This is an optimization exercise on Yosys and OpenROAD, whose aim is small area, a short achievable clock period and few clock cycles per item, not a production implementation. Function was checked by simulation only, so behaviour that the tests miss may differ from the original. Power and IR drop assume default switching activity.

==> flow/design.v, too long to show whole: its modules and the start of the top module <==
// module attention_microkernel_engine: 1336 lines
// module attn_ks_add: 27 lines
module attention_microkernel_engine #(
    parameter int unsigned XLEN      = 32,
    parameter int unsigned MAX_K     = 256,   
    parameter int unsigned WORD_ELEMS = 4     
) (
    input  logic                   clk_i,
    input  logic                   rst_ni,
    input  logic                   cfg_valid_i,
    input  logic [$clog2(MAX_K+1)-1:0] cfg_k_i,
    input  logic signed [15:0]      cfg_scale_i,
    input  logic [3:0]             cfg_shift_i,
    input  logic signed [31:0]      cfg_clip_min_i,
    input  logic signed [31:0]      cfg_clip_max_i,
    input  logic                   cfg_enable_scale_i,
    input  logic                   cfg_enable_clip_i,
    input  logic                   load_q_valid_i,
    input  logic [$clog2((MAX_K+WORD_ELEMS-1)/WORD_ELEMS)-1:0] load_q_idx_i,
    input  logic [31:0]            load_q_word_i,
    input  logic                   load_k_valid_i,
    input  logic [$clog2((MAX_K+WORD_ELEMS-1)/WORD_ELEMS)-1:0] load_k_idx_i,
    input  logic [31:0]            load_k_word_i,
    input  logic                   start_i,
    output logic                   busy_o,
    output logic                   done_o,
    output logic                   result_valid_o,
    output logic signed [31:0]      result_o
);
  // ...
==> flow/flow/run.sh <==
#!/bin/bash
# The standard layout (the standard.sh), with two changes to how it is made:
# - ports are buffered with buf_4 cells instead of the cell buffer_ports picks;
# - repair_timing aims for 12 ns of setup slack (a 5 ns period) instead of 0,
#   so it sizes the paths that would set the achieved period.
# The clock period and all constraints are the design's.
set -euo pipefail
bash standard.sh \
  BUFFER_PORTS_ARGS="-buffer_cell sky130_fd_sc_hd__buf_4" \
  SETUP_SLACK_MARGIN=12 \
  finish > make_finish.log 2>&1
==> flow/standard.sh <==
#!/bin/bash
# synth_recipe.tcl (not shown) runs the flow's synth.tcl, then flattens the netlist and writes it again
# the make line also repeats each setting of config.mk as NAME=value (left out here)
make -C /OpenROAD-flow-scripts/flow DESIGN_CONFIG=/design/flow/config.mk WORK_HOME=/design/flow/orfs CLKGATE_MAP_FILE= SYNTH_SCRIPT=/design/flow/synth_recipe.tcl "${@:-finish}"
==> flow/config.mk <==
export PLATFORM = sky130hd
export DESIGN_NAME = attention_microkernel_engine
export DESIGN_NICKNAME = attention_microkernel_engine
export VERILOG_FILES = /design/flow/design.v
export SDC_FILE = /design/flow/constraint.sdc
export NUM_CORES = 4
export LEC_CHECK = 0
export ABC_AREA = 1
export CAP_MARGIN = 20
export CORE_MARGIN = 2
export CORE_UTILIZATION = 40
export SLEW_MARGIN = 20
==> flow/constraint.sdc <==
create_clock -name core_clock -period 17.0 [get_ports {clk_i}]
set_input_delay 3.4000 -clock core_clock [delete_from_list [all_inputs] [get_ports {clk_i}]]
set_output_delay 3.4000 -clock core_clock [all_outputs]
set_load 0.01 [all_outputs]
==> results.yml, run 1 <==
outcome:
  status: "timing/DRC/antenna clean"
cells_and_area:
  most-common-layout-cells: "nand2_1, dfxtp_1, edfxtp_1, o21ai_0, inv_1"
  multi_input_area_share_pct: 28.6
  fill_cells: 43372
  dominant_cells: "flip-flops and latches"
  area_delta_synth_final_pct: 14.1
  instances_no_fill: 24539
clocking:
  hold_buffers: 0
  cts_tree: "built"
  htree_levels: 5
route:
  vias: 136258
  wl_per_cell_um: 26.0
  ant_nets: 0
  via_per_inst: 5.55
die:
  initial_utilization_pct: 40.2
  design.core.area_mm2: 0.467
  die_h_um: 689
grt:
  grt_pass1_wl_mm: 907
  use_met1_pct: 36.6
  antenna_found_initial: 47
power_and_ir_drop:
  sequentialPowerShare_pct: 38.6
  power.group.top: "sequential cells"
  power.leakage_nw: 83.8
  p_clk_share_pct: 29.4
  seq_power_w: 0.0142
setup_path:
  critPathSlowestCell: "dfrtp_2"
  endpoint: "done_o"
  rr_startpoint: "acc_c[0]"
  r2r_end: "pc_q[22]"
yosys:
  ys_warn_count: 3
  synthFlopType: "dfxtp_1"
  synthDominantCellAreaShare_pct: 34.2
  ys_seq_elements: 4797
Testbench counts, summed over its fixed seeds: cycles 21,256, items 512.
==> run 2, diff against run 1 <==
--- a/flow/design.v
+++ b/flow/design.v
@@ -1322,17 +1322,17 @@
     res_q <= tmp;
   end
   always_ff @(posedge clk_i or negedge rst_ni) begin
     if (!rst_ni) begin
       done_q <= 1'b0;
       busy_q <= 1'b0;
     end else begin
       done_q <= prod_tok;
-      busy_q <= start_i | pend_q | op_tok | acc_tok | prod_tok;
+      busy_q <= start_i | (busy_q & ~done_q);
     end
   end
   assign busy_o         = busy_q;
   assign done_o         = done_q;
   assign result_valid_o = done_q;
   assign result_o       = res_q;
 endmodule
 module attn_ks_add #(
==> flow/flow/run.sh (replaced) <==
#!/bin/bash
# The standard layout (the standard.sh), with two changes to how it is made:
# - ports are buffered with buf_4 cells instead of the cell buffer_ports picks;
# - repair_timing aims for 12.3 ns of setup slack (a 4.7 ns period) instead of 0,
#   so it sizes the paths that would set the achieved period.
# The clock period and all constraints are the design's.
set -euo pipefail
bash standard.sh \
  BUFFER_PORTS_ARGS="-buffer_cell sky130_fd_sc_hd__buf_4" \
  SETUP_SLACK_MARGIN=12.3 \
  finish > make_finish.log 2>&1
==> run 2 against run 1 <==
Effect of this change: worst hold slack got worse by 9.3 ps; global-route usage rose by 0.27 points; final cell count increased by 1.0%; area after synthesis rose by 0.13%; via count shrank 0.28%; sequential cell count is the same; sequential power hardly changed; synthesized cell count up 0.68%; critical path depth rose by 11; sequential share of layout area decreased by 0.86 points; worst setup slack better by 21 ps; critical endpoint is now op_q[22].
==> results.yml, run 2 <==
cells_and_area:
  instances_no_fill: 24788
  reg.largest.list: "k_ring x2048, q_mem x2048"
  area_delta_synth_final_pct: 15.8
  most-common-layout-cells: "nand2_1, o21ai_0, dfxtp_1, edfxtp_1, inv_1"
  drive_gt1_share_pct: 13.1
  layout_commonest_cell: "nand2_1"
  design_area_mm2: 0.218
  multi_input_area_mm2: 0.0630
  nNetsFinal: 18933
  ff_latch_area_mm2: 0.119
  fill_cells: 42765
power_and_ir_drop:
  power.leakage_nw: 85.2
  vdd_drop_max_mv: 0.643
  power_density_mw_per_mm2: 183
die:
  design.core.area_mm2: 0.468
  rows: 251
  ios: 212
  initial_utilization_pct: 40.2
  die_area_mm2: 0.476
  die_h_um: 690
  fp.dieW_um: 690
route:
  drt-initial-drc-count: 15886
  via_per_inst: 5.48
  drc: 0
  drt_pass1_iterations: 7
  vias: 135882
  wl_mm: 645
  ant_nets: 0
  wl_per_cell_um: 26.0
timing:
  rsz0062_at_grt: "true"
  relSlewSlack_pct: 13.7
  setup_tns_ps: 0
  tightest_slew_ps: 1280
  finalCriticalPeriod_ps: 5080
  min_period_over_period_pct: 29.9
  slew_violations: 0
  holdWs_ps: 312
  hold_viol: 0
  setup_viol: 0
  setup_ws_ps: 11920
  fin_worst_skew_ps: 146
  fmax_mhz: 197
placed_design:
  place_area_mm2: 0.196
  pre_cts_slack_ps: 9350
  gp_congestion: 0.915
  dp_cells: 23689
  dp_hpwl_mm: 401
  io_buffers: 211
yosys:
  ys_types: 70
  synth_edf_count: 2140
  ys_warn_count: 3
  async_flop_share_pct: 5.75
  synth-seq-area-share_pct: 63.2
  postSynthAreaPerCell_um2: 10.4
  synthDominantCellAreaShare_pct: 34.2
  ys_seq_elements: 4797
  yosys.cell_count.top_type: "nand2_1"
  synthFlopType: "dfxtp_1"
  synthCells: 18077
  synth_area_leader_cell: "edfxtp_1"
  synth.area.top_cells: "edfxtp_1, dfxtp_1, nand2_1, o21ai_0, dfrtp_1"
  synthesis.area_mm2: 0.188
  synth_common_cells: "nand2_1, o21ai_0, dfxtp_1"
clocking:
  cts_buffers: 477
  cts_num_sinks: 4797
  cts_root_buf: "clkbuf_16"
  hold_buffers: 0
  worstSkewPairLatency_ps: 1080
  cts_buffer_depth: 4
  cts.clk_slew.worst_paths_ps: 60
  htree_levels: 5
  cts_tree: "built"
grt:
  grt_pass1_wl_mm: 916
  grtUsageTotal_pct: 26.3
  antenna_found_initial: 26
  grt_max_degree: 113
  overflow: 0
  grt_pass1_vias: 127756
min_path:
  hold_class: "register to register"
  min_path_cells: 2
run:
  drv_cap: 0
setup_path:
  critical_path_peak_fanout: 33
  cp_data_arrival_time_ps: 6000
  rr_worst_depth: 26
  worst_setup_path_start_kind: "input port"
  required_ps: 17920
  worst-setup-path-type: "input port to register"
  end_kind: "register"
outcome:
  status: "timing/DRC/antenna clean"
==> run 2: final cells by class <==
class                      count  area share, %
antenna                       11         0.0126
clock buffer                 672           6.17
clock inverter               222           1.10
inverter                    1475           2.60
multi-input combinational  10720           29.0
sequential                  4797           54.6
tap                         6198           3.56
timing repair buffer         690           2.96
timing repair inverter         3         0.0230
==> run 2: worst paths after layout <==
path                            slack (ps)           start      endpoint
worst max-delay path                 11920  load_q_valid_i      op_q[22]
worst min-delay path                   310    k_ring[1223]  k_ring[1191]
worst max register to register       12020        acc_c[4]      pc_q[23]
worst min register to register         310    k_ring[1223]  k_ring[1191]
max in group asynchronous            12540          rst_ni     k_vld[20]
min in group asynchronous             2450          rst_ni      cov_q[4]
==> run 2: cells by family after synthesis <==
group	count (synthesis)	synth area share, %
AND/OR/NAND/NOR	6023	13.1
flip-flops	4797	63.2
AO/OA/AOI/OAI	3697	11.4
buffers and inverters	2568	5.26
adder cells (fa/ha/maj)	592	5.09
XOR/XNOR	354	1.66
multiplexers	45	0.244
other	1	0.00199
==> run 2: per-layer routing <==
layer | wire length, µm | GRT usage (%) | vias up
met5 | 159 | 0 | -
met4 | 35400 | 11.9 | 26
met3 | 60000 | 5.05 | 1623
met2 | 294000 | 42.4 | 6512
met1 | 255000 | 34.4 | 66477
li1 | - | - | 61244
==> run 2: per-stage QoR <==
step	power [W]	util [%]
after detailed placement	0.0277	42.0
final	0.0399	46.6
after global placement	0.0275	42.0
after global routing	0.0424	46.5
after floorplan	0.0232	-
after CTS	0.0390	46.0
==> run 2: worst max-delay path, stage by stage <==
cell	delay, ps
buf_4	140
inv_1	120
nor3_2	150
inv_2	320
nor2_4	160
buf_4	650
inv_2	170
nand2_8	130
nand2_8	90
buf_12	200
buf_16	170
o211a_1	220
==> run 2: timing repair <==
action,CTS,global route
gates cloned,22,10
setup endpoints to repair,838,394
setup buffers,97,60
pin swaps,147,181
resized for setup,449,482
==> run 2: report_power, final <==
group / internal [W] / switching (W) / total [W]
combinational: 0.00578 / 0.00914 / 0.0149
clock: 0.00605 / 0.00459 / 0.0106
sequential: 0.0137 / 0.000547 / 0.0143
Testbench counts of run 2, summed over its fixed seeds: cycles 21,256, items 512.

==> port drivers added, routing unchanged <==
How much do the figures lean on ideal ports? The routed layouts below were timed once more, with nothing changed but the port constraints. Step 1 sets driving cells, clkbuf_16 on the clock port and buf_2 on the other inputs (assumed; they add their load-dependent delay and slew). Step 2 moves the port delays by t, midway between the first and last clock arrival at a register: inputs arrive t later, outputs are due t later. That takes back most of the time a late clock gives input paths. a / b / c = ideal ports / drivers / drivers and shift; a / b = the first two.
run	shift t [ns]	slack for setup (ns)	worst slew at a driven data input, ns
run 1	1.145	11.900 / 11.761 / 10.734	0.28
run 2	1.145	11.920 / 11.841 / 10.871	0.21
After both steps every run listed still meets setup and hold. For run 1, which loses most, drivers alone change the setup slack by -0.139 ns; drivers and shift together by -1.166 ns.
